Background: an optimization exercise with open tools, aiming at small area. Do not read the settings as production practice.
Only the layout flow was run in this run; the RTL was not checked for function there.
Power figures rest on the tool's default switching activity, not on a simulated workload.

==> flow/design.v <==
module processing_element(activation, weight, out, clk, rst);
parameter NON_ZERO_WEIGHTS = 108,
          SPECIAL_CASE = 0,
          FRACTIONAL_BITS = 8,
          BIT_SIZE = 16;
output reg signed [BIT_SIZE-1:0] out;
input [BIT_SIZE-1:0] activation, weight;
input clk, rst;
reg [23:0] s;
reg [15:0] d1, d2, d3, d4;
reg [6:0] cnt;       
reg valid;           
wire load = (cnt == 0);
wire [23:0] nxt;
reg [2:0] cr;          
wire [2:0] nxt_c;
wire [23:0] res;        
wire one1;
wire two2;
wire neg3;
wire x4;
wire x5;
wire x6;
wire x7;
wire x8;
wire x9;
wire x10;
wire x11;
wire x12;
wire x13;
wire x14;
wire x15;
wire x16;
wire x17;
wire x18;
wire x19;
wire pp20;
wire pp21;
wire pp22;
wire pp23;
wire pp24;
wire pp25;
wire pp26;
wire pp27;
wire pp28;
wire pp29;
wire pp30;
wire pp31;
wire pp32;
wire pp33;
wire pp34;
wire pp35;
wire pp36;
wire one37;
wire two38;
wire neg39;
wire x40;
wire x41;
wire x42;
wire x43;
wire x44;
wire x45;
wire x46;
wire x47;
wire x48;
wire x49;
wire x50;
wire x51;
wire x52;
wire x53;
wire x54;
wire x55;
wire pp56;
wire pp57;
wire pp58;
wire pp59;
wire pp60;
wire pp61;
wire pp62;
wire pp63;
wire pp64;
wire pp65;
wire pp66;
wire pp67;
wire pp68;
wire pp69;
wire pp70;
wire pp71;
wire pp72;
wire one73;
wire two74;
wire neg75;
wire x76;
wire x77;
wire x78;
wire x79;
wire x80;
wire x81;
wire x82;
wire x83;
wire x84;
wire x85;
wire x86;
wire x87;
wire x88;
wire x89;
wire x90;
wire x91;
wire pp92;
wire pp93;
wire pp94;
wire pp95;
wire pp96;
wire pp97;
wire pp98;
wire pp99;
wire pp100;
wire pp101;
wire pp102;
wire pp103;
wire pp104;
wire pp105;
wire pp106;
wire pp107;
wire pp108;
wire one109;
wire two110;
wire neg111;
wire x112;
wire x113;
wire x114;
wire x115;
wire x116;
wire x117;
wire x118;
wire x119;
wire x120;
wire x121;
wire x122;
wire x123;
wire x124;
wire x125;
wire x126;
wire x127;
wire pp128;
wire pp129;
wire pp130;
wire pp131;
wire pp132;
wire pp133;
wire pp134;
wire pp135;
wire pp136;
wire pp137;
wire pp138;
wire pp139;
wire pp140;
wire pp141;
wire pp142;
wire pp143;
wire pp144;
wire one145;
wire two146;
wire neg147;
wire x148;
wire x149;
wire x150;
wire x151;
wire x152;
wire x153;
wire x154;
wire x155;
wire x156;
wire x157;
wire x158;
wire x159;
wire x160;
wire x161;
wire x162;
wire x163;
wire pp164;
wire pp165;
wire pp166;
wire pp167;
wire pp168;
wire pp169;
wire pp170;
wire pp171;
wire pp172;
wire pp173;
wire pp174;
wire pp175;
wire pp176;
wire pp177;
wire pp178;
wire pp179;
wire one180;
wire two181;
wire neg182;
wire x183;
wire x184;
wire x185;
wire x186;
wire x187;
wire x188;
wire x189;
wire x190;
wire x191;
wire x192;
wire x193;
wire x194;
wire x195;
wire x196;
wire pp197;
wire pp198;
wire pp199;
wire pp200;
wire pp201;
wire pp202;
wire pp203;
wire pp204;
wire pp205;
wire pp206;
wire pp207;
wire pp208;
wire pp209;
wire pp210;
wire one211;
wire two212;
wire neg213;
wire x214;
wire x215;
wire x216;
wire x217;
wire x218;
wire x219;
wire x220;
wire x221;
wire x222;
wire x223;
wire x224;
wire x225;
wire pp226;
wire pp227;
wire pp228;
wire pp229;
wire pp230;
wire pp231;
wire pp232;
wire pp233;
wire pp234;
wire pp235;
wire pp236;
wire pp237;
wire one238;
wire two239;
wire neg240;
wire x241;
wire x242;
wire x243;
wire x244;
wire x245;
wire x246;
wire x247;
wire x248;
wire x249;
wire x250;
wire pp251;
wire pp252;
wire pp253;
wire pp254;
wire pp255;
wire pp256;
wire pp257;
wire pp258;
wire pp259;
wire pp260;
wire ac261;
wire ac262;
wire ac263;
wire ac264;
wire ac265;
wire ac266;
wire ac267;
wire ac268;
wire ac269;
wire ac270;
wire ac271;
wire ac272;
wire ac273;
wire ac274;
wire ac275;
wire ac276;
wire ac277;
wire ac278;
wire ac279;
wire ac280;
wire ac281;
wire ac282;
wire ac283;
wire ac284;
wire ak285;
wire ak286;
wire ak287;
wire hs288;
wire hc289;
wire hs290;
wire hc291;
wire hs292;
wire hc293;
wire fs294;
wire fc295;
wire hs296;
wire hc297;
wire hs298;
wire hc299;
wire hs300;
wire hc301;
wire hs302;
wire hc303;
wire hs304;
wire hc305;
wire fs306;
wire fc307;
wire hs308;
wire hc309;
wire fs310;
wire fc311;
wire hs312;
wire hc313;
wire fs314;
wire fc315;
wire fs316;
wire fc317;
wire hs318;
wire hc319;
wire fs320;
wire fc321;
wire fs322;
wire fc323;
wire fs324;
wire fc325;
wire fs326;
wire fc327;
wire fs328;
wire fc329;
wire fs330;
wire fc331;
wire fs332;
wire fc333;
wire fs334;
wire fc335;
wire fs336;
wire fc337;
wire fs338;
wire fc339;
wire fs340;
wire fc341;
wire fs342;
wire fc343;
wire fs344;
wire fc345;
wire fs346;
wire fc347;
wire fs348;
wire fc349;
wire fs350;
wire fc351;
wire fs352;
wire fc353;
wire fs354;
wire fc355;
wire fs356;
wire fc357;
wire fs358;
wire fc359;
wire fs360;
wire fc361;
wire fs362;
wire fc363;
wire fs364;
wire fc365;
wire fs366;
wire fc367;
wire hs368;
wire hc369;
wire fs370;
wire fc371;
wire hs372;
wire hs373;
wire hc374;
wire hs375;
wire hc376;
wire fs377;
wire fc378;
wire hs379;
wire hc380;
wire fs381;
wire fc382;
wire fs383;
wire fc384;
wire fs385;
wire fc386;
wire fs387;
wire fc388;
wire fs389;
wire fc390;
wire fs391;
wire fc392;
wire fs393;
wire fc394;
wire fs395;
wire fc396;
wire fs397;
wire fc398;
wire fs399;
wire fc400;
wire fs401;
wire fc402;
wire fs403;
wire fc404;
wire fs405;
wire fc406;
wire fs407;
wire fc408;
wire fs409;
wire fc410;
wire fs411;
wire fc412;
wire fs413;
wire fc414;
wire fs415;
wire fc416;
wire fs417;
wire fc418;
wire fs419;
wire fc420;
wire fs421;
wire fc422;
wire fs423;
wire fc424;
wire fs425;
wire fc426;
wire fs427;
wire fc428;
wire fs429;
wire fc430;
wire fs431;
wire fc432;
wire fs433;
wire fc434;
wire fs435;
wire fc436;
wire fs437;
wire fc438;
wire fs439;
wire fc440;
wire fs441;
wire fc442;
wire fs443;
wire fc444;
wire fs445;
wire fs446;
wire hs447;
wire hc448;
wire hs449;
wire hc450;
wire fs451;
wire fc452;
wire fs453;
wire fc454;
wire fs455;
wire fc456;
wire fs457;
wire fc458;
wire fs459;
wire fc460;
wire fs461;
wire fc462;
wire fs463;
wire fc464;
wire fs465;
wire fc466;
wire fs467;
wire fc468;
wire fs469;
wire fc470;
wire fs471;
wire fc472;
wire fs473;
wire fc474;
wire fs475;
wire fc476;
wire fs477;
wire fc478;
wire fs479;
wire fc480;
wire fs481;
wire fc482;
wire fs483;
wire fc484;
wire fs485;
wire fc486;
wire fs487;
wire fc488;
wire fs489;
wire hs490;
wire hc491;
wire hs492;
wire hc493;
wire fs494;
wire fc495;
wire fs496;
wire fc497;
wire fs498;
wire fc499;
wire fs500;
wire fc501;
wire fs502;
wire fc503;
wire fs504;
wire fc505;
wire fs506;
wire fc507;
wire fs508;
wire fc509;
wire fs510;
wire fc511;
wire fs512;
wire fc513;
wire fs514;
wire fc515;
wire fs516;
wire fc517;
wire fs518;
wire fc519;
wire fs520;
wire fc521;
wire fs522;
wire fc523;
wire fs524;
wire fc525;
wire fs526;
wire fc527;
wire fs528;
wire fc529;
wire fs530;
wire fc531;
wire fs532;
wire fc533;
wire fs534;
wire fc535;
wire fs536;
wire rc537;
wire rc538;
wire rc539;
wire rc540;
wire rc541;
wire rc542;
wire rc543;
wire rc544;
wire rc545;
wire rc546;
wire rc547;
wire rc548;
wire rc549;
wire rc550;
wire rc551;
wire rc552;
wire rc553;
wire rc554;
wire rc555;
wire rc556;
wire rc557;
wire rc558;
wire rc559;
wire qc560;
wire qs561;
wire qc562;
wire qs563;
wire qc564;
wire qs565;
wire qc566;
wire qs567;
wire qc568;
wire qs569;
wire qc570;
wire qs571;
wire qc572;
wire qs573;
wire qc574;
wire qs575;
wire qc576;
wire qs577;
wire qc578;
wire qs579;
wire qc580;
wire qs581;
wire qc582;
wire qs583;
wire qc584;
wire qs585;
wire qc586;
wire qs587;
wire qc588;
wire qs589;
wire qc590;
wire qs591;
wire qc592;
wire qs593;
assign one1 = weight[0] ^ 1'b0;
assign two2 = (weight[1] & ~weight[0] & ~1'b0) | (~weight[1] & weight[0] & 1'b0);
assign neg3 = weight[1] & ~(weight[0] & 1'b0);
assign x4 = activation[0] ^ neg3;
assign x5 = activation[1] ^ neg3;
assign x6 = activation[2] ^ neg3;
assign x7 = activation[3] ^ neg3;
assign x8 = activation[4] ^ neg3;
assign x9 = activation[5] ^ neg3;
assign x10 = activation[6] ^ neg3;
assign x11 = activation[7] ^ neg3;
assign x12 = activation[8] ^ neg3;
assign x13 = activation[9] ^ neg3;
assign x14 = activation[10] ^ neg3;
assign x15 = activation[11] ^ neg3;
assign x16 = activation[12] ^ neg3;
assign x17 = activation[13] ^ neg3;
assign x18 = activation[14] ^ neg3;
assign x19 = activation[15] ^ neg3;
assign pp20 = ((one1 & x4) | (two2 & neg3));
pe_a22o u_sel1 (.a(one1), .b(x5), .c(two2), .d(x4), .y(pp21));
pe_a22o u_sel2 (.a(one1), .b(x6), .c(two2), .d(x5), .y(pp22));
pe_a22o u_sel3 (.a(one1), .b(x7), .c(two2), .d(x6), .y(pp23));
pe_a22o u_sel4 (.a(one1), .b(x8), .c(two2), .d(x7), .y(pp24));
pe_a22o u_sel5 (.a(one1), .b(x9), .c(two2), .d(x8), .y(pp25));
pe_a22o u_sel6 (.a(one1), .b(x10), .c(two2), .d(x9), .y(pp26));
pe_a22o u_sel7 (.a(one1), .b(x11), .c(two2), .d(x10), .y(pp27));
pe_a22o u_sel8 (.a(one1), .b(x12), .c(two2), .d(x11), .y(pp28));
pe_a22o u_sel9 (.a(one1), .b(x13), .c(two2), .d(x12), .y(pp29));
pe_a22o u_sel10 (.a(one1), .b(x14), .c(two2), .d(x13), .y(pp30));
pe_a22o u_sel11 (.a(one1), .b(x15), .c(two2), .d(x14), .y(pp31));
pe_a22o u_sel12 (.a(one1), .b(x16), .c(two2), .d(x15), .y(pp32));
pe_a22o u_sel13 (.a(one1), .b(x17), .c(two2), .d(x16), .y(pp33));
pe_a22o u_sel14 (.a(one1), .b(x18), .c(two2), .d(x17), .y(pp34));
pe_a22o u_sel15 (.a(one1), .b(x19), .c(two2), .d(x18), .y(pp35));
pe_a22oi u_sel16 (.a(one1), .b(x19), .c(two2), .d(x19), .y(pp36));
assign one37 = weight[2] ^ weight[1];
assign two38 = (weight[3] & ~weight[2] & ~weight[1]) | (~weight[3] & weight[2] & weight[1]);
assign neg39 = weight[3] & ~(weight[2] & weight[1]);
assign x40 = activation[0] ^ neg39;
assign x41 = activation[1] ^ neg39;
assign x42 = activation[2] ^ neg39;
assign x43 = activation[3] ^ neg39;
assign x44 = activation[4] ^ neg39;
assign x45 = activation[5] ^ neg39;
assign x46 = activation[6] ^ neg39;
assign x47 = activation[7] ^ neg39;
assign x48 = activation[8] ^ neg39;
assign x49 = activation[9] ^ neg39;
assign x50 = activation[10] ^ neg39;
assign x51 = activation[11] ^ neg39;
assign x52 = activation[12] ^ neg39;
assign x53 = activation[13] ^ neg39;
assign x54 = activation[14] ^ neg39;
assign x55 = activation[15] ^ neg39;
assign pp56 = ((one37 & x40) | (two38 & neg39));
pe_a22o u_sel17 (.a(one37), .b(x41), .c(two38), .d(x40), .y(pp57));
pe_a22o u_sel18 (.a(one37), .b(x42), .c(two38), .d(x41), .y(pp58));
pe_a22o u_sel19 (.a(one37), .b(x43), .c(two38), .d(x42), .y(pp59));
pe_a22o u_sel20 (.a(one37), .b(x44), .c(two38), .d(x43), .y(pp60));
pe_a22o u_sel21 (.a(one37), .b(x45), .c(two38), .d(x44), .y(pp61));
pe_a22o u_sel22 (.a(one37), .b(x46), .c(two38), .d(x45), .y(pp62));
pe_a22o u_sel23 (.a(one37), .b(x47), .c(two38), .d(x46), .y(pp63));
pe_a22o u_sel24 (.a(one37), .b(x48), .c(two38), .d(x47), .y(pp64));
pe_a22o u_sel25 (.a(one37), .b(x49), .c(two38), .d(x48), .y(pp65));
pe_a22o u_sel26 (.a(one37), .b(x50), .c(two38), .d(x49), .y(pp66));
pe_a22o u_sel27 (.a(one37), .b(x51), .c(two38), .d(x50), .y(pp67));
pe_a22o u_sel28 (.a(one37), .b(x52), .c(two38), .d(x51), .y(pp68));
pe_a22o u_sel29 (.a(one37), .b(x53), .c(two38), .d(x52), .y(pp69));
pe_a22o u_sel30 (.a(one37), .b(x54), .c(two38), .d(x53), .y(pp70));
pe_a22o u_sel31 (.a(one37), .b(x55), .c(two38), .d(x54), .y(pp71));
pe_a22oi u_sel32 (.a(one37), .b(x55), .c(two38), .d(x55), .y(pp72));
assign one73 = weight[4] ^ weight[3];
assign two74 = (weight[5] & ~weight[4] & ~weight[3]) | (~weight[5] & weight[4] & weight[3]);
assign neg75 = weight[5] & ~(weight[4] & weight[3]);
assign x76 = activation[0] ^ neg75;
assign x77 = activation[1] ^ neg75;
assign x78 = activation[2] ^ neg75;
assign x79 = activation[3] ^ neg75;
assign x80 = activation[4] ^ neg75;
assign x81 = activation[5] ^ neg75;
assign x82 = activation[6] ^ neg75;
assign x83 = activation[7] ^ neg75;
assign x84 = activation[8] ^ neg75;
assign x85 = activation[9] ^ neg75;
assign x86 = activation[10] ^ neg75;
assign x87 = activation[11] ^ neg75;
assign x88 = activation[12] ^ neg75;
assign x89 = activation[13] ^ neg75;
assign x90 = activation[14] ^ neg75;
assign x91 = activation[15] ^ neg75;
assign pp92 = ((one73 & x76) | (two74 & neg75));
pe_a22o u_sel33 (.a(one73), .b(x77), .c(two74), .d(x76), .y(pp93));
pe_a22o u_sel34 (.a(one73), .b(x78), .c(two74), .d(x77), .y(pp94));
pe_a22o u_sel35 (.a(one73), .b(x79), .c(two74), .d(x78), .y(pp95));
pe_a22o u_sel36 (.a(one73), .b(x80), .c(two74), .d(x79), .y(pp96));
pe_a22o u_sel37 (.a(one73), .b(x81), .c(two74), .d(x80), .y(pp97));
pe_a22o u_sel38 (.a(one73), .b(x82), .c(two74), .d(x81), .y(pp98));
pe_a22o u_sel39 (.a(one73), .b(x83), .c(two74), .d(x82), .y(pp99));
pe_a22o u_sel40 (.a(one73), .b(x84), .c(two74), .d(x83), .y(pp100));
pe_a22o u_sel41 (.a(one73), .b(x85), .c(two74), .d(x84), .y(pp101));
pe_a22o u_sel42 (.a(one73), .b(x86), .c(two74), .d(x85), .y(pp102));
pe_a22o u_sel43 (.a(one73), .b(x87), .c(two74), .d(x86), .y(pp103));
pe_a22o u_sel44 (.a(one73), .b(x88), .c(two74), .d(x87), .y(pp104));
pe_a22o u_sel45 (.a(one73), .b(x89), .c(two74), .d(x88), .y(pp105));
pe_a22o u_sel46 (.a(one73), .b(x90), .c(two74), .d(x89), .y(pp106));
pe_a22o u_sel47 (.a(one73), .b(x91), .c(two74), .d(x90), .y(pp107));
pe_a22oi u_sel48 (.a(one73), .b(x91), .c(two74), .d(x91), .y(pp108));
assign one109 = weight[6] ^ weight[5];
assign two110 = (weight[7] & ~weight[6] & ~weight[5]) | (~weight[7] & weight[6] & weight[5]);
assign neg111 = weight[7] & ~(weight[6] & weight[5]);
assign x112 = activation[0] ^ neg111;
assign x113 = activation[1] ^ neg111;
assign x114 = activation[2] ^ neg111;
assign x115 = activation[3] ^ neg111;
assign x116 = activation[4] ^ neg111;
assign x117 = activation[5] ^ neg111;
assign x118 = activation[6] ^ neg111;
assign x119 = activation[7] ^ neg111;
assign x120 = activation[8] ^ neg111;
assign x121 = activation[9] ^ neg111;
assign x122 = activation[10] ^ neg111;
assign x123 = activation[11] ^ neg111;
assign x124 = activation[12] ^ neg111;
assign x125 = activation[13] ^ neg111;
assign x126 = activation[14] ^ neg111;
assign x127 = activation[15] ^ neg111;
assign pp128 = ((one109 & x112) | (two110 & neg111));
pe_a22o u_sel49 (.a(one109), .b(x113), .c(two110), .d(x112), .y(pp129));
pe_a22o u_sel50 (.a(one109), .b(x114), .c(two110), .d(x113), .y(pp130));
pe_a22o u_sel51 (.a(one109), .b(x115), .c(two110), .d(x114), .y(pp131));
pe_a22o u_sel52 (.a(one109), .b(x116), .c(two110), .d(x115), .y(pp132));
pe_a22o u_sel53 (.a(one109), .b(x117), .c(two110), .d(x116), .y(pp133));
pe_a22o u_sel54 (.a(one109), .b(x118), .c(two110), .d(x117), .y(pp134));
pe_a22o u_sel55 (.a(one109), .b(x119), .c(two110), .d(x118), .y(pp135));
pe_a22o u_sel56 (.a(one109), .b(x120), .c(two110), .d(x119), .y(pp136));
pe_a22o u_sel57 (.a(one109), .b(x121), .c(two110), .d(x120), .y(pp137));
pe_a22o u_sel58 (.a(one109), .b(x122), .c(two110), .d(x121), .y(pp138));
pe_a22o u_sel59 (.a(one109), .b(x123), .c(two110), .d(x122), .y(pp139));
pe_a22o u_sel60 (.a(one109), .b(x124), .c(two110), .d(x123), .y(pp140));
pe_a22o u_sel61 (.a(one109), .b(x125), .c(two110), .d(x124), .y(pp141));
pe_a22o u_sel62 (.a(one109), .b(x126), .c(two110), .d(x125), .y(pp142));
pe_a22o u_sel63 (.a(one109), .b(x127), .c(two110), .d(x126), .y(pp143));
pe_a22oi u_sel64 (.a(one109), .b(x127), .c(two110), .d(x127), .y(pp144));
assign one145 = weight[8] ^ weight[7];
assign two146 = (weight[9] & ~weight[8] & ~weight[7]) | (~weight[9] & weight[8] & weight[7]);
assign neg147 = weight[9] & ~(weight[8] & weight[7]);
assign x148 = activation[0] ^ neg147;
assign x149 = activation[1] ^ neg147;
assign x150 = activation[2] ^ neg147;
assign x151 = activation[3] ^ neg147;
assign x152 = activation[4] ^ neg147;
assign x153 = activation[5] ^ neg147;
assign x154 = activation[6] ^ neg147;
assign x155 = activation[7] ^ neg147;
assign x156 = activation[8] ^ neg147;
assign x157 = activation[9] ^ neg147;
assign x158 = activation[10] ^ neg147;
assign x159 = activation[11] ^ neg147;
assign x160 = activation[12] ^ neg147;
assign x161 = activation[13] ^ neg147;
assign x162 = activation[14] ^ neg147;
assign x163 = activation[15] ^ neg147;
assign pp164 = ((one145 & x148) | (two146 & neg147));
pe_a22o u_sel65 (.a(one145), .b(x149), .c(two146), .d(x148), .y(pp165));
pe_a22o u_sel66 (.a(one145), .b(x150), .c(two146), .d(x149), .y(pp166));
pe_a22o u_sel67 (.a(one145), .b(x151), .c(two146), .d(x150), .y(pp167));
pe_a22o u_sel68 (.a(one145), .b(x152), .c(two146), .d(x151), .y(pp168));
pe_a22o u_sel69 (.a(one145), .b(x153), .c(two146), .d(x152), .y(pp169));
pe_a22o u_sel70 (.a(one145), .b(x154), .c(two146), .d(x153), .y(pp170));
pe_a22o u_sel71 (.a(one145), .b(x155), .c(two146), .d(x154), .y(pp171));
pe_a22o u_sel72 (.a(one145), .b(x156), .c(two146), .d(x155), .y(pp172));
pe_a22o u_sel73 (.a(one145), .b(x157), .c(two146), .d(x156), .y(pp173));
pe_a22o u_sel74 (.a(one145), .b(x158), .c(two146), .d(x157), .y(pp174));
pe_a22o u_sel75 (.a(one145), .b(x159), .c(two146), .d(x158), .y(pp175));
pe_a22o u_sel76 (.a(one145), .b(x160), .c(two146), .d(x159), .y(pp176));
pe_a22o u_sel77 (.a(one145), .b(x161), .c(two146), .d(x160), .y(pp177));
pe_a22o u_sel78 (.a(one145), .b(x162), .c(two146), .d(x161), .y(pp178));
pe_a22o u_sel79 (.a(one145), .b(x163), .c(two146), .d(x162), .y(pp179));
assign one180 = weight[10] ^ weight[9];
assign two181 = (weight[11] & ~weight[10] & ~weight[9]) | (~weight[11] & weight[10] & weight[9]);
assign neg182 = weight[11] & ~(weight[10] & weight[9]);
assign x183 = activation[0] ^ neg182;
assign x184 = activation[1] ^ neg182;
assign x185 = activation[2] ^ neg182;
assign x186 = activation[3] ^ neg182;
assign x187 = activation[4] ^ neg182;
assign x188 = activation[5] ^ neg182;
assign x189 = activation[6] ^ neg182;
assign x190 = activation[7] ^ neg182;
assign x191 = activation[8] ^ neg182;
assign x192 = activation[9] ^ neg182;
assign x193 = activation[10] ^ neg182;
assign x194 = activation[11] ^ neg182;
assign x195 = activation[12] ^ neg182;
assign x196 = activation[13] ^ neg182;
assign pp197 = ((one180 & x183) | (two181 & neg182));
pe_a22o u_sel80 (.a(one180), .b(x184), .c(two181), .d(x183), .y(pp198));
pe_a22o u_sel81 (.a(one180), .b(x185), .c(two181), .d(x184), .y(pp199));
pe_a22o u_sel82 (.a(one180), .b(x186), .c(two181), .d(x185), .y(pp200));
pe_a22o u_sel83 (.a(one180), .b(x187), .c(two181), .d(x186), .y(pp201));
pe_a22o u_sel84 (.a(one180), .b(x188), .c(two181), .d(x187), .y(pp202));
pe_a22o u_sel85 (.a(one180), .b(x189), .c(two181), .d(x188), .y(pp203));
pe_a22o u_sel86 (.a(one180), .b(x190), .c(two181), .d(x189), .y(pp204));
pe_a22o u_sel87 (.a(one180), .b(x191), .c(two181), .d(x190), .y(pp205));
pe_a22o u_sel88 (.a(one180), .b(x192), .c(two181), .d(x191), .y(pp206));
pe_a22o u_sel89 (.a(one180), .b(x193), .c(two181), .d(x192), .y(pp207));
pe_a22o u_sel90 (.a(one180), .b(x194), .c(two181), .d(x193), .y(pp208));
pe_a22o u_sel91 (.a(one180), .b(x195), .c(two181), .d(x194), .y(pp209));
pe_a22o u_sel92 (.a(one180), .b(x196), .c(two181), .d(x195), .y(pp210));
assign one211 = weight[12] ^ weight[11];
assign two212 = (weight[13] & ~weight[12] & ~weight[11]) | (~weight[13] & weight[12] & weight[11]);
assign neg213 = weight[13] & ~(weight[12] & weight[11]);
assign x214 = activation[0] ^ neg213;
assign x215 = activation[1] ^ neg213;
assign x216 = activation[2] ^ neg213;
assign x217 = activation[3] ^ neg213;
assign x218 = activation[4] ^ neg213;
assign x219 = activation[5] ^ neg213;
assign x220 = activation[6] ^ neg213;
assign x221 = activation[7] ^ neg213;
assign x222 = activation[8] ^ neg213;
assign x223 = activation[9] ^ neg213;
assign x224 = activation[10] ^ neg213;
assign x225 = activation[11] ^ neg213;
assign pp226 = ((one211 & x214) | (two212 & neg213));
pe_a22o u_sel93 (.a(one211), .b(x215), .c(two212), .d(x214), .y(pp227));
pe_a22o u_sel94 (.a(one211), .b(x216), .c(two212), .d(x215), .y(pp228));
pe_a22o u_sel95 (.a(one211), .b(x217), .c(two212), .d(x216), .y(pp229));
pe_a22o u_sel96 (.a(one211), .b(x218), .c(two212), .d(x217), .y(pp230));
pe_a22o u_sel97 (.a(one211), .b(x219), .c(two212), .d(x218), .y(pp231));
pe_a22o u_sel98 (.a(one211), .b(x220), .c(two212), .d(x219), .y(pp232));
pe_a22o u_sel99 (.a(one211), .b(x221), .c(two212), .d(x220), .y(pp233));
pe_a22o u_sel100 (.a(one211), .b(x222), .c(two212), .d(x221), .y(pp234));
pe_a22o u_sel101 (.a(one211), .b(x223), .c(two212), .d(x222), .y(pp235));
pe_a22o u_sel102 (.a(one211), .b(x224), .c(two212), .d(x223), .y(pp236));
pe_a22o u_sel103 (.a(one211), .b(x225), .c(two212), .d(x224), .y(pp237));
assign one238 = weight[14] ^ weight[13];
assign two239 = (weight[15] & ~weight[14] & ~weight[13]) | (~weight[15] & weight[14] & weight[13]);
assign neg240 = weight[15] & ~(weight[14] & weight[13]);
assign x241 = activation[0] ^ neg240;
assign x242 = activation[1] ^ neg240;
assign x243 = activation[2] ^ neg240;
assign x244 = activation[3] ^ neg240;
assign x245 = activation[4] ^ neg240;
assign x246 = activation[5] ^ neg240;
assign x247 = activation[6] ^ neg240;
assign x248 = activation[7] ^ neg240;
assign x249 = activation[8] ^ neg240;
assign x250 = activation[9] ^ neg240;
assign pp251 = ((one238 & x241) | (two239 & neg240));
pe_a22o u_sel104 (.a(one238), .b(x242), .c(two239), .d(x241), .y(pp252));
pe_a22o u_sel105 (.a(one238), .b(x243), .c(two239), .d(x242), .y(pp253));
pe_a22o u_sel106 (.a(one238), .b(x244), .c(two239), .d(x243), .y(pp254));
pe_a22o u_sel107 (.a(one238), .b(x245), .c(two239), .d(x244), .y(pp255));
pe_a22o u_sel108 (.a(one238), .b(x246), .c(two239), .d(x245), .y(pp256));
pe_a22o u_sel109 (.a(one238), .b(x247), .c(two239), .d(x246), .y(pp257));
pe_a22o u_sel110 (.a(one238), .b(x248), .c(two239), .d(x247), .y(pp258));
pe_a22o u_sel111 (.a(one238), .b(x249), .c(two239), .d(x248), .y(pp259));
pe_a22o u_sel112 (.a(one238), .b(x250), .c(two239), .d(x249), .y(pp260));
assign ac261 = s[0] & ~load;
assign ac262 = s[1] & ~load;
assign ac263 = s[2] & ~load;
assign ac264 = s[3] & ~load;
assign ac265 = s[4] & ~load;
assign ac266 = s[5] & ~load;
assign ac267 = s[6] & ~load;
assign ac268 = s[7] & ~load;
assign ac269 = s[8] & ~load;
assign ac270 = s[9] & ~load;
assign ac271 = s[10] & ~load;
assign ac272 = s[11] & ~load;
assign ac273 = s[12] & ~load;
assign ac274 = s[13] & ~load;
assign ac275 = s[14] & ~load;
assign ac276 = s[15] & ~load;
assign ac277 = s[16] & ~load;
assign ac278 = s[17] & ~load;
assign ac279 = s[18] & ~load;
assign ac280 = s[19] & ~load;
assign ac281 = s[20] & ~load;
assign ac282 = s[21] & ~load;
assign ac283 = s[22] & ~load;
assign ac284 = s[23] & ~load;
assign ak285 = cr[0] & ~load;
assign ak286 = cr[1] & ~load;
assign ak287 = cr[2] & ~load;
pe_ha u_ha113 (.a(ac273), .b(ak286), .s(hs288), .co(hc289));
pe_ha u_ha114 (.a(ac275), .b(neg240), .s(hs290), .co(hc291));
pe_ha u_ha115 (.a(ac276), .b(pp35), .s(hs292), .co(hc293));
pe_fa u_fa116 (.a(1'b1), .b(ac277), .c(pp36), .s(fs294), .co(fc295));
pe_ha u_ha117 (.a(1'b1), .b(ac278), .s(hs296), .co(hc297));
pe_ha u_ha118 (.a(ac279), .b(ak287), .s(hs298), .co(hc299));
pe_ha u_ha119 (.a(ac267), .b(ak285), .s(hs300), .co(hc301));
pe_ha u_ha120 (.a(ac269), .b(neg147), .s(hs302), .co(hc303));
pe_ha u_ha121 (.a(ac270), .b(pp29), .s(hs304), .co(hc305));
pe_fa u_fa122 (.a(ac271), .b(neg182), .c(pp30), .s(fs306), .co(fc307));
pe_ha u_ha123 (.a(pp64), .b(pp98), .s(hs308), .co(hc309));
pe_fa u_fa124 (.a(ac272), .b(pp31), .c(pp65), .s(fs310), .co(fc311));
pe_ha u_ha125 (.a(pp99), .b(pp133), .s(hs312), .co(hc313));
pe_fa u_fa126 (.a(neg213), .b(hs288), .c(pp32), .s(fs314), .co(fc315));
pe_fa u_fa127 (.a(pp66), .b(pp100), .c(pp134), .s(fs316), .co(fc317));
pe_ha u_ha128 (.a(pp168), .b(pp199), .s(hs318), .co(hc319));
pe_fa u_fa129 (.a(ac274), .b(hc289), .c(pp33), .s(fs320), .co(fc321));
pe_fa u_fa130 (.a(pp67), .b(pp101), .c(pp135), .s(fs322), .co(fc323));
pe_fa u_fa131 (.a(pp169), .b(pp200), .c(pp227), .s(fs324), .co(fc325));
pe_fa u_fa132 (.a(hs290), .b(pp34), .c(pp68), .s(fs326), .co(fc327));
pe_fa u_fa133 (.a(pp102), .b(pp136), .c(pp170), .s(fs328), .co(fc329));
pe_fa u_fa134 (.a(pp201), .b(pp228), .c(pp251), .s(fs330), .co(fc331));
pe_fa u_fa135 (.a(hc291), .b(pp69), .c(pp103), .s(fs332), .co(fc333));
pe_fa u_fa136 (.a(pp137), .b(pp171), .c(pp202), .s(fs334), .co(fc335));
pe_fa u_fa137 (.a(pp229), .b(pp252), .c(hs292), .s(fs336), .co(fc337));
pe_fa u_fa138 (.a(pp70), .b(pp104), .c(pp138), .s(fs338), .co(fc339));
pe_fa u_fa139 (.a(pp172), .b(pp203), .c(pp230), .s(fs340), .co(fc341));
pe_fa u_fa140 (.a(pp253), .b(hc293), .c(fs294), .s(fs342), .co(fc343));
pe_fa u_fa141 (.a(hs296), .b(pp71), .c(pp105), .s(fs344), .co(fc345));
pe_fa u_fa142 (.a(pp139), .b(pp173), .c(pp204), .s(fs346), .co(fc347));
pe_fa u_fa143 (.a(pp231), .b(pp254), .c(fc295), .s(fs348), .co(fc349));
pe_fa u_fa144 (.a(hc297), .b(hs298), .c(pp72), .s(fs350), .co(fc351));
pe_fa u_fa145 (.a(pp106), .b(pp140), .c(pp174), .s(fs352), .co(fc353));
pe_fa u_fa146 (.a(pp205), .b(pp232), .c(pp255), .s(fs354), .co(fc355));
pe_fa u_fa147 (.a(1'b1), .b(ac280), .c(hc299), .s(fs356), .co(fc357));
pe_fa u_fa148 (.a(pp107), .b(pp141), .c(pp175), .s(fs358), .co(fc359));
pe_fa u_fa149 (.a(pp206), .b(pp233), .c(pp256), .s(fs360), .co(fc361));
pe_fa u_fa150 (.a(ac281), .b(pp108), .c(pp142), .s(fs362), .co(fc363));
pe_fa u_fa151 (.a(pp176), .b(pp207), .c(pp234), .s(fs364), .co(fc365));
pe_fa u_fa152 (.a(1'b1), .b(ac282), .c(pp143), .s(fs366), .co(fc367));
pe_ha u_ha153 (.a(pp177), .b(pp208), .s(hs368), .co(hc369));
pe_fa u_fa154 (.a(ac283), .b(pp144), .c(pp178), .s(fs370), .co(fc371));
assign hs372 = 1'b1 ^ ac284;
pe_ha u_ha155 (.a(ac265), .b(neg75), .s(hs373), .co(hc374));
pe_ha u_ha156 (.a(ac266), .b(pp25), .s(hs375), .co(hc376));
pe_fa u_fa157 (.a(neg111), .b(hs300), .c(pp26), .s(fs377), .co(fc378));
pe_ha u_ha158 (.a(pp60), .b(pp94), .s(hs379), .co(hc380));
pe_fa u_fa159 (.a(ac268), .b(hc301), .c(pp27), .s(fs381), .co(fc382));
pe_fa u_fa160 (.a(pp61), .b(pp95), .c(pp129), .s(fs383), .co(fc384));
pe_fa u_fa161 (.a(hs302), .b(pp28), .c(pp62), .s(fs385), .co(fc386));
pe_fa u_fa162 (.a(pp96), .b(pp130), .c(pp164), .s(fs387), .co(fc388));
pe_fa u_fa163 (.a(hc303), .b(pp63), .c(pp97), .s(fs389), .co(fc390));
pe_fa u_fa164 (.a(pp131), .b(pp165), .c(hs304), .s(fs391), .co(fc392));
pe_fa u_fa165 (.a(pp132), .b(pp166), .c(pp197), .s(fs393), .co(fc394));
pe_fa u_fa166 (.a(hc305), .b(hs308), .c(fs306), .s(fs395), .co(fc396));
pe_fa u_fa167 (.a(pp167), .b(pp198), .c(hc309), .s(fs397), .co(fc398));
pe_fa u_fa168 (.a(hs312), .b(fc307), .c(fs310), .s(fs399), .co(fc400));
pe_fa u_fa169 (.a(pp226), .b(hc313), .c(hs318), .s(fs401), .co(fc402));
pe_fa u_fa170 (.a(fc311), .b(fs314), .c(fs316), .s(fs403), .co(fc404));
pe_fa u_fa171 (.a(hc319), .b(fc315), .c(fc317), .s(fs405), .co(fc406));
pe_fa u_fa172 (.a(fs320), .b(fs322), .c(fs324), .s(fs407), .co(fc408));
pe_fa u_fa173 (.a(fc321), .b(fc323), .c(fc325), .s(fs409), .co(fc410));
pe_fa u_fa174 (.a(fs326), .b(fs328), .c(fs330), .s(fs411), .co(fc412));
pe_fa u_fa175 (.a(fc327), .b(fc329), .c(fc331), .s(fs413), .co(fc414));
pe_fa u_fa176 (.a(fs332), .b(fs334), .c(fs336), .s(fs415), .co(fc416));
pe_fa u_fa177 (.a(fc333), .b(fc335), .c(fs338), .s(fs417), .co(fc418));
pe_fa u_fa178 (.a(fs340), .b(fc337), .c(fs342), .s(fs419), .co(fc420));
pe_fa u_fa179 (.a(fc339), .b(fc341), .c(fs344), .s(fs421), .co(fc422));
pe_fa u_fa180 (.a(fs346), .b(fc343), .c(fs348), .s(fs423), .co(fc424));
pe_fa u_fa181 (.a(fc345), .b(fc347), .c(fs350), .s(fs425), .co(fc426));
pe_fa u_fa182 (.a(fs352), .b(fs354), .c(fc349), .s(fs427), .co(fc428));
pe_fa u_fa183 (.a(fs356), .b(fc351), .c(fc353), .s(fs429), .co(fc430));
pe_fa u_fa184 (.a(fc355), .b(fs358), .c(fs360), .s(fs431), .co(fc432));
pe_fa u_fa185 (.a(pp257), .b(fc357), .c(fc359), .s(fs433), .co(fc434));
pe_fa u_fa186 (.a(fc361), .b(fs362), .c(fs364), .s(fs435), .co(fc436));
pe_fa u_fa187 (.a(pp235), .b(pp258), .c(hs368), .s(fs437), .co(fc438));
pe_fa u_fa188 (.a(fc363), .b(fc365), .c(fs366), .s(fs439), .co(fc440));
pe_fa u_fa189 (.a(pp209), .b(pp236), .c(pp259), .s(fs441), .co(fc442));
pe_fa u_fa190 (.a(hc369), .b(fc367), .c(fs370), .s(fs443), .co(fc444));
assign fs445 = hs372 ^ pp179 ^ pp210;
assign fs446 = pp237 ^ pp260 ^ fc371;
pe_ha u_ha191 (.a(ac263), .b(neg39), .s(hs447), .co(hc448));
pe_ha u_ha192 (.a(ac264), .b(pp23), .s(hs449), .co(hc450));
pe_fa u_fa193 (.a(hs373), .b(pp24), .c(pp58), .s(fs451), .co(fc452));
pe_fa u_fa194 (.a(hc374), .b(pp59), .c(pp93), .s(fs453), .co(fc454));
pe_fa u_fa195 (.a(pp128), .b(hc376), .c(hs379), .s(fs455), .co(fc456));
pe_fa u_fa196 (.a(hc380), .b(fc378), .c(fs381), .s(fs457), .co(fc458));
pe_fa u_fa197 (.a(fc382), .b(fc384), .c(fs385), .s(fs459), .co(fc460));
pe_fa u_fa198 (.a(fc386), .b(fc388), .c(fs389), .s(fs461), .co(fc462));
pe_fa u_fa199 (.a(fc390), .b(fs393), .c(fc392), .s(fs463), .co(fc464));
pe_fa u_fa200 (.a(fc394), .b(fs397), .c(fc396), .s(fs465), .co(fc466));
pe_fa u_fa201 (.a(fc398), .b(fs401), .c(fc400), .s(fs467), .co(fc468));
pe_fa u_fa202 (.a(fc402), .b(fc404), .c(fs405), .s(fs469), .co(fc470));
pe_fa u_fa203 (.a(fc406), .b(fc408), .c(fs409), .s(fs471), .co(fc472));
pe_fa u_fa204 (.a(fc410), .b(fc412), .c(fs413), .s(fs473), .co(fc474));
pe_fa u_fa205 (.a(fc414), .b(fs417), .c(fc416), .s(fs475), .co(fc476));
pe_fa u_fa206 (.a(fc418), .b(fs421), .c(fc420), .s(fs477), .co(fc478));
pe_fa u_fa207 (.a(fc422), .b(fs425), .c(fc424), .s(fs479), .co(fc480));
pe_fa u_fa208 (.a(fc426), .b(fs429), .c(fs431), .s(fs481), .co(fc482));
pe_fa u_fa209 (.a(fc430), .b(fc432), .c(fs433), .s(fs483), .co(fc484));
pe_fa u_fa210 (.a(fs437), .b(fc434), .c(fc436), .s(fs485), .co(fc486));
pe_fa u_fa211 (.a(fs441), .b(fc438), .c(fc440), .s(fs487), .co(fc488));
assign fs489 = fc442 ^ fs445 ^ fc444;
pe_ha u_ha212 (.a(ac261), .b(neg3), .s(hs490), .co(hc491));
pe_ha u_ha213 (.a(ac262), .b(pp21), .s(hs492), .co(hc493));
pe_fa u_fa214 (.a(hs447), .b(pp22), .c(pp56), .s(fs494), .co(fc495));
pe_fa u_fa215 (.a(hc448), .b(pp57), .c(hs449), .s(fs496), .co(fc497));
pe_fa u_fa216 (.a(pp92), .b(hc450), .c(fs451), .s(fs498), .co(fc499));
pe_fa u_fa217 (.a(hs375), .b(fc452), .c(fs453), .s(fs500), .co(fc501));
pe_fa u_fa218 (.a(fc454), .b(fs377), .c(fs455), .s(fs502), .co(fc503));
pe_fa u_fa219 (.a(fs383), .b(fc456), .c(fs457), .s(fs504), .co(fc505));
pe_fa u_fa220 (.a(fs387), .b(fc458), .c(fs459), .s(fs506), .co(fc507));
pe_fa u_fa221 (.a(fs391), .b(fc460), .c(fs461), .s(fs508), .co(fc509));
pe_fa u_fa222 (.a(fc462), .b(fs395), .c(fs463), .s(fs510), .co(fc511));
pe_fa u_fa223 (.a(fs399), .b(fc464), .c(fs465), .s(fs512), .co(fc513));
pe_fa u_fa224 (.a(fs403), .b(fc466), .c(fs467), .s(fs514), .co(fc515));
pe_fa u_fa225 (.a(fs407), .b(fc468), .c(fs469), .s(fs516), .co(fc517));
pe_fa u_fa226 (.a(fs411), .b(fc470), .c(fs471), .s(fs518), .co(fc519));
pe_fa u_fa227 (.a(fs415), .b(fc472), .c(fs473), .s(fs520), .co(fc521));
pe_fa u_fa228 (.a(fc474), .b(fs419), .c(fs475), .s(fs522), .co(fc523));
pe_fa u_fa229 (.a(fs423), .b(fc476), .c(fs477), .s(fs524), .co(fc525));
pe_fa u_fa230 (.a(fs427), .b(fc478), .c(fs479), .s(fs526), .co(fc527));
pe_fa u_fa231 (.a(fc428), .b(fs481), .c(fc480), .s(fs528), .co(fc529));
pe_fa u_fa232 (.a(fs435), .b(fc482), .c(fs483), .s(fs530), .co(fc531));
pe_fa u_fa233 (.a(fs439), .b(fc484), .c(fs485), .s(fs532), .co(fc533));
pe_fa u_fa234 (.a(fs443), .b(fc486), .c(fs487), .s(fs534), .co(fc535));
assign fs536 = fs446 ^ fc488 ^ fs489;
pe_ha u_ha235 (.a(hs490), .b(pp20), .s(nxt[0]), .co(rc537));
pe_fa u_fa236 (.a(hc491), .b(hs492), .c(rc537), .s(nxt[1]), .co(rc538));
pe_fa u_fa237 (.a(hc493), .b(fs494), .c(rc538), .s(nxt[2]), .co(rc539));
pe_fa u_fa238 (.a(fc495), .b(fs496), .c(rc539), .s(nxt[3]), .co(rc540));
pe_fa u_fa239 (.a(fc497), .b(fs498), .c(rc540), .s(nxt[4]), .co(rc541));
pe_fa u_fa240 (.a(fc499), .b(fs500), .c(rc541), .s(nxt[5]), .co(rc542));
assign nxt_c[0] = rc542;
pe_ha u_ha241 (.a(fc501), .b(fs502), .s(nxt[6]), .co(rc543));
pe_fa u_fa242 (.a(fc503), .b(fs504), .c(rc543), .s(nxt[7]), .co(rc544));
pe_fa u_fa243 (.a(fc505), .b(fs506), .c(rc544), .s(nxt[8]), .co(rc545));
pe_fa u_fa244 (.a(fc507), .b(fs508), .c(rc545), .s(nxt[9]), .co(rc546));
pe_fa u_fa245 (.a(fc509), .b(fs510), .c(rc546), .s(nxt[10]), .co(rc547));
pe_fa u_fa246 (.a(fc511), .b(fs512), .c(rc547), .s(nxt[11]), .co(rc548));
assign nxt_c[1] = rc548;
pe_ha u_ha247 (.a(fc513), .b(fs514), .s(nxt[12]), .co(rc549));
pe_fa u_fa248 (.a(fc515), .b(fs516), .c(rc549), .s(nxt[13]), .co(rc550));
pe_fa u_fa249 (.a(fc517), .b(fs518), .c(rc550), .s(nxt[14]), .co(rc551));
pe_fa u_fa250 (.a(fc519), .b(fs520), .c(rc551), .s(nxt[15]), .co(rc552));
pe_fa u_fa251 (.a(fc521), .b(fs522), .c(rc552), .s(nxt[16]), .co(rc553));
pe_fa u_fa252 (.a(fc523), .b(fs524), .c(rc553), .s(nxt[17]), .co(rc554));
assign nxt_c[2] = rc554;
pe_ha u_ha253 (.a(fc525), .b(fs526), .s(nxt[18]), .co(rc555));
pe_fa u_fa254 (.a(fc527), .b(fs528), .c(rc555), .s(nxt[19]), .co(rc556));
pe_fa u_fa255 (.a(fc529), .b(fs530), .c(rc556), .s(nxt[20]), .co(rc557));
pe_fa u_fa256 (.a(fc531), .b(fs532), .c(rc557), .s(nxt[21]), .co(rc558));
pe_fa u_fa257 (.a(fc533), .b(fs534), .c(rc558), .s(nxt[22]), .co(rc559));
assign nxt[23] = fc535 ^ fs536 ^ rc559;
pe_ha u_ha258 (.a(s[6]), .b(cr[0]), .s(qs561), .co(qc560));
assign res[6] = qs561;
pe_ha u_ha259 (.a(s[7]), .b(qc560), .s(qs563), .co(qc562));
assign res[7] = qs563;
pe_ha u_ha260 (.a(s[8]), .b(qc562), .s(qs565), .co(qc564));
assign res[8] = qs565;
pe_ha u_ha261 (.a(s[9]), .b(qc564), .s(qs567), .co(qc566));
assign res[9] = qs567;
pe_ha u_ha262 (.a(s[10]), .b(qc566), .s(qs569), .co(qc568));
assign res[10] = qs569;
pe_ha u_ha263 (.a(s[11]), .b(qc568), .s(qs571), .co(qc570));
assign res[11] = qs571;
pe_fa u_fa264 (.a(s[12]), .b(qc570), .c(cr[1]), .s(qs573), .co(qc572));
assign res[12] = qs573;
pe_ha u_ha265 (.a(s[13]), .b(qc572), .s(qs575), .co(qc574));
assign res[13] = qs575;
pe_ha u_ha266 (.a(s[14]), .b(qc574), .s(qs577), .co(qc576));
assign res[14] = qs577;
pe_ha u_ha267 (.a(s[15]), .b(qc576), .s(qs579), .co(qc578));
assign res[15] = qs579;
pe_ha u_ha268 (.a(s[16]), .b(qc578), .s(qs581), .co(qc580));
assign res[16] = qs581;
pe_ha u_ha269 (.a(s[17]), .b(qc580), .s(qs583), .co(qc582));
assign res[17] = qs583;
pe_fa u_fa270 (.a(s[18]), .b(qc582), .c(cr[2]), .s(qs585), .co(qc584));
assign res[18] = qs585;
pe_ha u_ha271 (.a(s[19]), .b(qc584), .s(qs587), .co(qc586));
assign res[19] = qs587;
pe_ha u_ha272 (.a(s[20]), .b(qc586), .s(qs589), .co(qc588));
assign res[20] = qs589;
pe_ha u_ha273 (.a(s[21]), .b(qc588), .s(qs591), .co(qc590));
assign res[21] = qs591;
pe_ha u_ha274 (.a(s[22]), .b(qc590), .s(qs593), .co(qc592));
assign res[22] = qs593;
assign res[23] = s[23] ^ qc592;
assign res[0] = s[0];
assign res[1] = s[1];
assign res[2] = s[2];
assign res[3] = s[3];
assign res[4] = s[4];
assign res[5] = s[5];
always @(posedge clk) begin
  s <= nxt;
  d1 <= res[FRACTIONAL_BITS+15:FRACTIONAL_BITS];
  cr <= nxt_c;
  d2 <= d1;
  d3 <= d2;
  d4 <= d3;
  if (!rst) begin
    cnt <= 0;
    valid <= 1'b0;
    out <= 0;
  end else begin
    cnt <= (cnt == NON_ZERO_WEIGHTS - 1) ? 7'd0 : cnt + 7'd1;
    valid <= valid | (cnt == 4);
    out <= valid ? d4 : 16'd0;
  end
end
endmodule
module pe_fa(a, b, c, s, co);
input a, b, c;
output s, co;
assign s = a ^ b ^ c;
assign co = (a & b) | (a & c) | (b & c);
endmodule
module pe_a22o(a, b, c, d, y);
input a, b, c, d;
output y;
assign y = (a & b) | (c & d);
endmodule
module pe_a22oi(a, b, c, d, y);
input a, b, c, d;
output y;
assign y = ~((a & b) | (c & d));
endmodule
module pe_ha(a, b, s, co);
input a, b;
output s, co;
assign s = a ^ b;
assign co = a & b;
endmodule
==> flow/flow/run.sh <==
#!/bin/bash
# Standard layout; ports buffered with a small buffer, synthesis buffers removed before placement.
set -euo pipefail
export BUFFER_PORTS_ARGS="-buffer_cell sky130_fd_sc_hd__buf_1"
export REMOVE_ABC_BUFFERS=1
export RECOVER_POWER=100
bash standard.sh > standard_flow.log 2>&1
==> flow/standard.sh <==
#!/bin/bash
# synth_recipe.tcl (not shown) runs the flow's synth.tcl, then flattens the netlist and writes it again
# the make line also repeats each setting of config.mk as NAME=value (left out here)
make -C /OpenROAD-flow-scripts/flow DESIGN_CONFIG=/design/flow/config.mk WORK_HOME=/design/flow/orfs CLKGATE_MAP_FILE= SYNTH_SCRIPT=/design/flow/synth_recipe.tcl "${@:-finish}"
==> flow/config.mk <==
export PLATFORM = sky130hd
export DESIGN_NAME = processing_element
export DESIGN_NICKNAME = processing_element
export VERILOG_FILES = /design/flow/design.v
export SDC_FILE = /design/flow/constraint.sdc
export NUM_CORES = 4
export LEC_CHECK = 0
export CAP_MARGIN = 20
export CORE_MARGIN = 2
export CORE_UTILIZATION = 40
export CTS_BUF_LIST = sky130_fd_sc_hd__clkbuf_8
export GPL_TIMING_DRIVEN = 0
export SLEW_MARGIN = 20
export SYNTH_HIERARCHICAL = 1
==> flow/constraint.sdc <==
create_clock -name core_clock -period 6.5 [get_ports {clk}]
set_input_delay 1.3000 -clock core_clock [delete_from_list [all_inputs] [get_ports {clk}]]
set_output_delay 1.3000 -clock core_clock [all_outputs]
set_load 0.01 [all_outputs]
==> results.cfg <==
[clock_tree]
clock_path_buffers = 2
clock_latency_ns = 0.44
cts.sinks = 115
clk_pin_slew_ns = 0.08
cts_root_buffer = clkbuf_8
cts_tree = built
ctsHtreeMaxLevel = 4
cts_buffers = 17

[sta]
fin_crit_sh_pct = 97.3
slew_headroom_pct = 43.7
finalHoldViolations = 0
fmax_ghz = 0.158
period_needed_ns = 6.33
fin_skew_ns = 0.0205
finalSetupViolCount = 0
rsz0062_at_grt = false
maxSlewViolCount = 0
setup_tns_ns = 0
worst_pin_slew_ns = 0.833

[logic_synthesis]
netlist_instances = 680
yosysTopAreaCellShare_pct = 29.6
synth_edf_count = 0
ys_ff_latch = 115
avgSynthCellArea_um2 = 12.3
seq_area_frac_synth_pct = 27.4
ys_types = 29
synth_area_leader_cell = fa_1
ys_top_cells_by_area = fa_1 (30%), dfxtp_1 (27%), a22o_1 (12%)
synthArstFlopShare_pct = 0
synth-main-ff-cell = dfxtp_1
netlist_area_um2 = 8390
ys_warn_count = 7

[floorplan]
row_count = 52
dieArea_um2 = 22200
dieHeight_um = 149
die_x_um = 149
io_pins = 50
core-area_um2 = 20400
initial_core_util_pct = 41.1

[placement]
post-dp-hpwl_um = 13600
port-buffer-count = 49
gp_congestion = 0.856
dpl.cell_count = 966
post_dp_cell_area_um2 = 8790

[cells_and_area]
nets = 937
drive_gt1_share_pct = 13.0
final_cell_area_um2 = 9490
area_delta_synth_final_pct = 13.0
final_cell_count_no_fill = 1015
diodes = 0

[worst_setup_path]
critPathLaunchType = input pin
worst-path-buf-inv = 3
cp_top_family = adder cells
critPathMaxFanout = 22
worst_path_max_delay_cell = fa_1
cp_cell_sequence = buf_8, ha_2, nand2b_4, buf_4, buf_4, xnor2_1, a22o_1, fa_1, fa_1, fa_1, fa_1, ha_1, fa_1, fa_1, fa_1, fa_1, fa_1
cp.arrival_ns = 6.63
worstPathRequired_ns = 6.81
cp_common_cell = fa_1
path_class = in2reg
max_stage_delay_ns = 0.51
end_kind = register

[route]
vias_per_cell = 5.23
wl_um = 17900
vias = 5306
drt_iter0_drc = 344
firstDrtPassIters = 4
drcViolationCount = 0
drt-wirelength-per-cell_um = 17.7
drtAntennaViolNets = 0

[flow_run]
maxCapViolations = 0

[pwr]
p_per_area_nw_per_um2 = 484
p_leak_nw = 3.93
ir_worst_vdd_v = 0.000681
power_w = 0.00459

[global_routing]
grt_pass1_vias = 5669
grt_pass1_wl_um = 29500
antenna_found_initial = 0
track_usage_pct = 17.3
overflow = 0
grt_max_degree = 27

[outcome]
status = timing/DRC/antenna clean

[hold_path]
hold_class = reg2reg
-- power by group --
| part | switching (W) | total (W) | internal (W) |
|---|---|---|---|
| registers | 0.0000897 | 0.00119 | 0.00110 |
| clock network | 0.000331 | 0.000609 | 0.000279 |
| logic | 0.00136 | 0.00278 | 0.00142 |
| total | 0.00178 | 0.00459 | 0.00281 |
-- metal layers --
| layer | GRT usage (%) | vias to the layer above | routed length, um |
|---|---|---|---|
| li1 | - | 2455 | - |
| met1 | 23.7 | 2672 | 8340 |
| met2 | 27.5 | 155 | 8340 |
| met3 | 3.46 | 24 | 882 |
| met4 | 5.86 | 0 | 364 |
| met5 | 0 | - | 0 |
-- path summary, 6_finish.rpt --
check	startpoint	to	slack, ns	cells after the start
min reg2reg	d2[3]	d3[3]	0.33	0
max reg2reg	cnt[2]	s[23]	0.43	16
max	weight[1]	s[17]	0.17	17
min	d2[3]	d3[3]	0.33	0
-- through the flow --
step | utilization, % | setup WS (ns) | hold WS (ns)
after global routing | 46.4 | 0.0294 | 0.332
after floorplan | - | -0.659 | 0.310
after global placement | 42.9 | -2.07 | 0.312
after detailed placement | 43.0 | -1.61 | 0.312
after CTS | 46.3 | 0.0174 | 0.324
final | 46.4 | 0.174 | 0.325
-- cell type report --
cell class / instances / area [um^2]
fill: 1898 / 10900
multi-input combinational: 521 / 6110
sequential: 115 / 2300
tap: 270 / 338
timing repair buffer: 66 / 329
clock buffer: 17 / 234
clock inverter: 15 / 134
inverter: 11 / 41.3
-- cells in the mapped netlist (5+ instances only) --
library cell    n
dfxtp_1       115
xor2_1         19
a22o_1        115
o21ai_0         8
nand2b_1       14
fa_1          124
nand3b_1        7
xnor2_1       108
and2_1         27
nor2_1          5
inv_1          11
ha_1           47
clkbuf_1       21
and3_1         16
buf_2          16
-- timing repair --
action	4_1_cts	5_1_grt
hold buffers	0	0
resized for setup	54	6
endpoints found under the setup margin	5	1
gates cloned	0	1
pin swaps	3	3
buffers inserted	15	1
-- state kept, by name, summed over array words and instances, names as in the netlist --
signal / cells
cnt: 7
cr: 3
d1: 16
d2: 16
d3: 16
d4: 16
out: 16
s: 24
valid: 1
-- worst reg2reg max path, delay by kind of cell, from the launching register on --
kind | cells | cell delay, ns
xor+xnor | 3 | 0.77
simple gates | 3 | 0.93
fa+ha+maj | 10 | 3.86
flops | 1 | 0.39
-- cell families after synthesis --
family	synth area share, %
AO/OA/AOI/OAI	13.7
XOR/XNOR	13.8
adder cells (fa/ha/maj)	36.6
buffers and inverters	2.39
flip-flops	27.4
other	0.0447
AND/OR/NAND/NOR	6.07
-- placed cells by master (no fill, tap or decap), drive strengths merged, types with 2 or more instances in the layout --
cell and count:
a21oi 2, a22o 115, a22oi 4, and2 27, and3 16, buf 64
clkbuf 19, clkinv 2, clkinvlp 3, conb 4, dfxtp 115, fa 124
ha 47, inv 21, nand2 5, nand2b 14, nand3 3, nand3b 7
nor2 5, nor2b 4, o21ai 8, xnor2 108, xnor3 2, xor2 19
-- per-module statistics from Yosys (local to each module, per instance) --
module,area [um^2],copies in the design,cells inside
pe_a22o,8.76,108,1
pe_a22oi,12.5,4,1
pe_fa,20.0,124,1
pe_ha,12.5,38,1
processing_element,4440,1,406

==> port drivers added, routing unchanged <==
Ports are ideal in the flow. The routed layout listed here was re-timed in OpenROAD.
Step 1 assumes that a clkbuf_16 drives the clock port and a buf_2 every other input.
Step 2 also shifts input and output timing later by t, the mid clock arrival at the registers, as if the neighbouring blocks saw the same clock.
a / b / c = ideal / step 1 / step 2; a / b = the first two.
t, ns: 0.464
slack for setup (ns): 0.174 / 0.163 / -0.300
worst register clock-pin slew, ns: 0.09 / 0.09
worst data-port slew with drivers (ns): 0.05
cell pins on the clock port's net: 1
With both steps, setup timing fails in this run, where it was met with ideal ports. For this run, drivers alone change the setup slack by -0.011 ns; drivers and shift together by -0.474 ns.
